Context: an optimization exercise on an open-source flow, tuned for small area, a short achievable clock period and few clock cycles per item. The choices shown serve that exercise and are no tape-out recipe. Only the layout flow was run in this run; the RTL was not checked for function there. No activity file was given, so power comes from the tool's default toggle rates.

==> flow/design.v <==
module sort_32_u8(
    input clk,
    input rst_n,
    input vld_in,
    input [7:0] din_0,
    input [7:0] din_1,
    input [7:0] din_2,
    input [7:0] din_3,
    input [7:0] din_4,
    input [7:0] din_5,
    input [7:0] din_6,
    input [7:0] din_7,
    input [7:0] din_8,
    input [7:0] din_9,
    input [7:0] din_10,
    input [7:0] din_11,
    input [7:0] din_12,
    input [7:0] din_13,
    input [7:0] din_14,
    input [7:0] din_15,
    input [7:0] din_16,
    input [7:0] din_17,
    input [7:0] din_18,
    input [7:0] din_19,
    input [7:0] din_20,
    input [7:0] din_21,
    input [7:0] din_22,
    input [7:0] din_23,
    input [7:0] din_24,
    input [7:0] din_25,
    input [7:0] din_26,
    input [7:0] din_27,
    input [7:0] din_28,
    input [7:0] din_29,
    input [7:0] din_30,
    input [7:0] din_31,
    output vld_out,
    output [7:0] dout_0,
    output [7:0] dout_1,
    output [7:0] dout_2,
    output [7:0] dout_3,
    output [7:0] dout_4,
    output [7:0] dout_5,
    output [7:0] dout_6,
    output [7:0] dout_7,
    output [7:0] dout_8,
    output [7:0] dout_9,
    output [7:0] dout_10,
    output [7:0] dout_11,
    output [7:0] dout_12,
    output [7:0] dout_13,
    output [7:0] dout_14,
    output [7:0] dout_15,
    output [7:0] dout_16,
    output [7:0] dout_17,
    output [7:0] dout_18,
    output [7:0] dout_19,
    output [7:0] dout_20,
    output [7:0] dout_21,
    output [7:0] dout_22,
    output [7:0] dout_23,
    output [7:0] dout_24,
    output [7:0] dout_25,
    output [7:0] dout_26,
    output [7:0] dout_27,
    output [7:0] dout_28,
    output [7:0] dout_29,
    output [7:0] dout_30,
    output [7:0] dout_31
);
    function gt8(input [7:0] a, input [7:0] b);
        reg [7:0] g1, e1; reg [3:0] g2, e2; reg [1:0] g3, e3; integer i;
        begin
            g1 = a & ~b; e1 = ~(a ^ b);
            for (i = 0; i < 4; i = i + 1) begin
                g2[i] = g1[2*i+1] | (e1[2*i+1] & g1[2*i]);
                e2[i] = e1[2*i+1] & e1[2*i];
            end
            for (i = 0; i < 2; i = i + 1) begin
                g3[i] = g2[2*i+1] | (e2[2*i+1] & g2[2*i]);
                e3[i] = e2[2*i+1] & e2[2*i];
            end
            gt8 = g3[1] | (e3[1] & g3[0]);
        end
    endfunction
    reg [2:0] cnt;
    reg busy;
    reg [7:0] r [0:31];
    always @(posedge clk or negedge rst_n) begin
        if (!rst_n) begin
            cnt <= 0;
            busy <= 1'b0;
        end else if (vld_in) begin
            cnt <= 1;
            busy <= 1'b1;
        end else if (busy) begin
            cnt <= cnt + 1'b1;
            if (cnt == 5) busy <= 1'b0;
        end
    end
    assign vld_out = busy && (cnt == 5);
    wire [2:0] cs = vld_in ? 3'd0 : cnt;
    reg [15:0] en0, mn0;
    reg [15:0] en1, mn1;
    reg [15:0] en2, mn2;
    reg [15:0] en3, mn3;
    reg [15:0] en4, mn4;
    always @(*) begin
        en0 = 16'd0; mn0 = 16'd0;
        case (cnt)
            3'd4: begin en0 = 16'hffff; mn0 = 16'hffff; end
            default: ;
        endcase
    end
    always @(*) begin
        en1 = 16'd0; mn1 = 16'd0;
        case (cnt)
            3'd3: begin en1 = 16'hffff; mn1 = 16'h00ff; end
            3'd4: begin en1 = 16'hffff; mn1 = 16'hffff; end
            default: ;
        endcase
    end
    always @(*) begin
        en2 = 16'd0; mn2 = 16'd0;
        case (cnt)
            3'd2: begin en2 = 16'hffff; mn2 = 16'h0f0f; end
            3'd3: begin en2 = 16'hffff; mn2 = 16'h00ff; end
            3'd4: begin en2 = 16'hffff; mn2 = 16'hffff; end
            default: ;
        endcase
    end
    always @(*) begin
        en3 = 16'd0; mn3 = 16'd0;
        case (cnt)
            3'd1: begin en3 = 16'hffff; mn3 = 16'h3333; end
            3'd2: begin en3 = 16'hffff; mn3 = 16'h0f0f; end
            3'd3: begin en3 = 16'hffff; mn3 = 16'h00ff; end
            3'd4: begin en3 = 16'hffff; mn3 = 16'hffff; end
            default: ;
        endcase
    end
    always @(*) begin
        en4 = 16'd0; mn4 = 16'd0;
        case (cs)
            3'd0: begin en4 = 16'hffff; mn4 = 16'h5555; end
            3'd1: begin en4 = 16'hffff; mn4 = 16'h3333; end
            3'd2: begin en4 = 16'hffff; mn4 = 16'h0f0f; end
            3'd3: begin en4 = 16'hffff; mn4 = 16'h00ff; end
            3'd4: begin en4 = 16'hffff; mn4 = 16'hffff; end
            default: ;
        endcase
    end
    wire [7:0] din [0:31];
    assign din[0] = din_0;
    assign din[1] = din_1;
    assign din[2] = din_2;
    assign din[3] = din_3;
    assign din[4] = din_4;
    assign din[5] = din_5;
    assign din[6] = din_6;
    assign din[7] = din_7;
    assign din[8] = din_8;
    assign din[9] = din_9;
    assign din[10] = din_10;
    assign din[11] = din_11;
    assign din[12] = din_12;
    assign din[13] = din_13;
    assign din[14] = din_14;
    assign din[15] = din_15;
    assign din[16] = din_16;
    assign din[17] = din_17;
    assign din[18] = din_18;
    assign din[19] = din_19;
    assign din[20] = din_20;
    assign din[21] = din_21;
    assign din[22] = din_22;
    assign din[23] = din_23;
    assign din[24] = din_24;
    assign din[25] = din_25;
    assign din[26] = din_26;
    assign din[27] = din_27;
    assign din[28] = din_28;
    assign din[29] = din_29;
    assign din[30] = din_30;
    assign din[31] = din_31;
    wire [7:0] v0 [0:31];
    wire [7:0] v1 [0:31];
    wire [7:0] v2 [0:31];
    wire [7:0] v3 [0:31];
    wire [7:0] v4 [0:31];
    wire [7:0] v5 [0:31];
    genvar i;
    generate for (i = 0; i < 32; i = i + 1) begin : g_in
        assign v0[i] = r[i];
    end endgenerate
    generate for (i = 0; i < 16; i = i + 1) begin : g_ce0
        localparam integer X0 = ((i >> 4) << 5) | (i & 15);
        localparam integer X1 = X0 + 16;
        wire [7:0] a = v0[X0];
        wire [7:0] b = v0[X1];
        wire sw = en0[i] & (gt8(a, b) ~^ mn0[i]);
        assign v1[X0] = sw ? b : a;
        assign v1[X1] = sw ? a : b;
    end endgenerate
    generate for (i = 0; i < 16; i = i + 1) begin : g_ce1
        localparam integer X0 = ((i >> 3) << 4) | (i & 7);
        localparam integer X1 = X0 + 8;
        wire [7:0] a = v1[X0];
        wire [7:0] b = v1[X1];
        wire sw = en1[i] & (gt8(a, b) ~^ mn1[i]);
        assign v2[X0] = sw ? b : a;
        assign v2[X1] = sw ? a : b;
    end endgenerate
    generate for (i = 0; i < 16; i = i + 1) begin : g_ce2
        localparam integer X0 = ((i >> 2) << 3) | (i & 3);
        localparam integer X1 = X0 + 4;
        wire [7:0] a = v2[X0];
        wire [7:0] b = v2[X1];
        wire sw = en2[i] & (gt8(a, b) ~^ mn2[i]);
        assign v3[X0] = sw ? b : a;
        assign v3[X1] = sw ? a : b;
    end endgenerate
    generate for (i = 0; i < 16; i = i + 1) begin : g_ce3
        localparam integer X0 = ((i >> 1) << 2) | (i & 1);
        localparam integer X1 = X0 + 2;
        wire [7:0] a = v3[X0];
        wire [7:0] b = v3[X1];
        wire sw = en3[i] & (gt8(a, b) ~^ mn3[i]);
        assign v4[X0] = vld_in ? din[X0] : (sw ? b : a);
        assign v4[X1] = vld_in ? din[X1] : (sw ? a : b);
    end endgenerate
    generate for (i = 0; i < 16; i = i + 1) begin : g_ce4
        localparam integer X0 = ((i >> 0) << 1) | (i & 0);
        localparam integer X1 = X0 + 1;
        wire [7:0] a = v4[X0];
        wire [7:0] b = v4[X1];
        wire sw = en4[i] & (gt8(a, b) ~^ mn4[i]);
        assign v5[X0] = sw ? b : a;
        assign v5[X1] = sw ? a : b;
    end endgenerate
    always @(posedge clk) begin
        r[0] <= v5[0];
        r[1] <= v5[1];
        r[2] <= v5[2];
        r[3] <= v5[3];
        r[4] <= v5[4];
        r[5] <= v5[5];
        r[6] <= v5[6];
        r[7] <= v5[7];
        r[8] <= v5[8];
        r[9] <= v5[9];
        r[10] <= v5[10];
        r[11] <= v5[11];
        r[12] <= v5[12];
        r[13] <= v5[13];
        r[14] <= v5[14];
        r[15] <= v5[15];
        r[16] <= v5[16];
        r[17] <= v5[17];
        r[18] <= v5[18];
        r[19] <= v5[19];
        r[20] <= v5[20];
        r[21] <= v5[21];
        r[22] <= v5[22];
        r[23] <= v5[23];
        r[24] <= v5[24];
        r[25] <= v5[25];
        r[26] <= v5[26];
        r[27] <= v5[27];
        r[28] <= v5[28];
        r[29] <= v5[29];
        r[30] <= v5[30];
        r[31] <= v5[31];
    end
    assign dout_0 = r[0];
    assign dout_1 = r[1];
    assign dout_2 = r[2];
    assign dout_3 = r[3];
    assign dout_4 = r[4];
    assign dout_5 = r[5];
    assign dout_6 = r[6];
    assign dout_7 = r[7];
    assign dout_8 = r[8];
    assign dout_9 = r[9];
    assign dout_10 = r[10];
    assign dout_11 = r[11];
    assign dout_12 = r[12];
    assign dout_13 = r[13];
    assign dout_14 = r[14];
    assign dout_15 = r[15];
    assign dout_16 = r[16];
    assign dout_17 = r[17];
    assign dout_18 = r[18];
    assign dout_19 = r[19];
    assign dout_20 = r[20];
    assign dout_21 = r[21];
    assign dout_22 = r[22];
    assign dout_23 = r[23];
    assign dout_24 = r[24];
    assign dout_25 = r[25];
    assign dout_26 = r[26];
    assign dout_27 = r[27];
    assign dout_28 = r[28];
    assign dout_29 = r[29];
    assign dout_30 = r[30];
    assign dout_31 = r[31];
endmodule
==> flow/run.sh <==
#!/bin/bash
# synth_recipe.tcl (not shown) runs the flow's synth.tcl, then flattens the netlist and writes it again
# the make line also repeats each setting of config.mk as NAME=value (left out here)
make -C /OpenROAD-flow-scripts/flow DESIGN_CONFIG=/design/flow/config.mk WORK_HOME=/design/flow/orfs CLKGATE_MAP_FILE= SYNTH_SCRIPT=/design/flow/synth_recipe.tcl finish
==> flow/config.mk <==
export PLATFORM = sky130hd
export DESIGN_NAME = sort_32_u8
export DESIGN_NICKNAME = sort_32_u8
export VERILOG_FILES = /design/flow/design.v
export SDC_FILE = /design/flow/constraint.sdc
export NUM_CORES = 8
export LEC_CHECK = 0
export CAP_MARGIN = 20
export CORE_MARGIN = 2
export CORE_UTILIZATION = 50
export PLACE_DENSITY = 0.6
export SLEW_MARGIN = 20
==> flow/constraint.sdc <==
create_clock -name core_clock -period 5.5 [get_ports {clk}]
set_input_delay 1.1000 -clock core_clock [delete_from_list [all_inputs] [get_ports {clk}]]
set_output_delay 1.1000 -clock core_clock [all_outputs]
set_load 0.01 [all_outputs]
==> impl_metrics.ini <==
[status]
outcome = stopped before the end
last-stage-reached = 5_1_grt
tool.error = [ERROR GRT-0116] Global routing finished with congestion. Check the congestion regions in the DRC Viewer.

[global_routing]
overflow = 1282
grt_pass1_wl_mm = 552.6
grtUsageTotal_pct = 87.83
grt_max_degree = 82
grt_pass1_vias = 76690

[placement]
gp_congestion = 1.204
place_inst = 8827
io_buffers = 515
dp_hpwl_mm = 204.4

[synth]
synth-edff-count = 0
yosys_warnings = 2
syn_inst = 5172
synth-async-reset-ratio_pct = 1.538
avgSynthCellArea_um2 = 7.641
ys_ff_latch = 260
ys_seq_area_share_pct = 13.22
synth.distinct_cells = 114
syn-num-nets = 5967
synth_area_um2 = 39520
ys.flop_type = dfxtp_1

[cts]
htree_num_levels = 2
cts_made_buffers = 35
clock_path_buffers = 3
cts_root_buffer = clkbuf_16
clock_sinks = 260
ctsHoldBuffers = 0

[floorplanning]
num_rows = 103
fp.dieH_um = 285.1
dieWidth_um = 285.1
io-pin-count = 516
floorplan.initialDensity_pct = 50.27
-- power by group through the flow --
stage	clock network (W)	registers [W]	logic [W]
after CTS	0.00249	0.00487	0.123
after detailed placement	0	0.00477	0.102
after global placement	0	0.00477	0.0994
after floorplan	0	0.00475	0.0506
-- cell families after synthesis --
kind of cell | after synthesis | synth area share [%]
flip-flops | 260 | 13.22
AND/OR/NAND/NOR | 1198 | 13.63
adder cells (fa/ha/maj) | 539 | 17.05
XOR/XNOR | 9 | 0.1995
multiplexers | 992 | 25.98
AO/OA/AOI/OAI | 1370 | 21.96
buffers and inverters | 804 | 7.966
-- timing repair --
action	in CTS
setup buffers	369
pin swaps	251
gates cloned	17
endpoints found under the setup margin	256
gates resized for setup	1145
-- worst min-delay path by stage --
stage | slack (ns) | end | startpoint | cells past startpoint
CTS | 0.59 | busy | busy | 2
global placement | 0.56 | busy | busy | 2
floorplan | 0.53 | busy | busy | 2
detailed placement | 0.58 | busy | busy | 2
-- synth_stat cells (67+ instances only) --
library cell	number	area (um2)
inv_1	582	2185
nand4_1	71	444.2
ha_1	536	6706
nand2_1	438	1644
o21ai_0	399	1997
a211oi_1	73	548.0
mux2i_1	757	7577
clkbuf_1	139	521.8
nor2_1	393	1475
nand3_1	67	335.3
a21o_1	115	863.3
a21oi_1	436	2182
mux2_2	221	2489
dfxtp_1	256	5125
-- layer usage --
| layer | GRT usage [%] | overflow |
|---|---|---|
| met1 | 85.35 | 24 |
| met2 | 101.5 | 790 |
| met3 | 77.16 | 29 |
| met4 | 91.05 | 437 |
| met5 | 49.36 | 2 |
-- stage by stage --
step | power, W | hold slack (ns) | instance area [um2] | worst slack [ns] | TNS, ns
after CTS | 0.1303 | 0.5923 | 73000 | -4.535 | -1073.58
after detailed placement | 0.1067 | 0.5790 | 63650 | -6.180 | -1279.87
after floorplan | 0.05535 | 0.5328 | 40800 | -4.586 | -1112.38
after global placement | 0.1042 | 0.5634 | 63650 | -5.889 | -1215.14
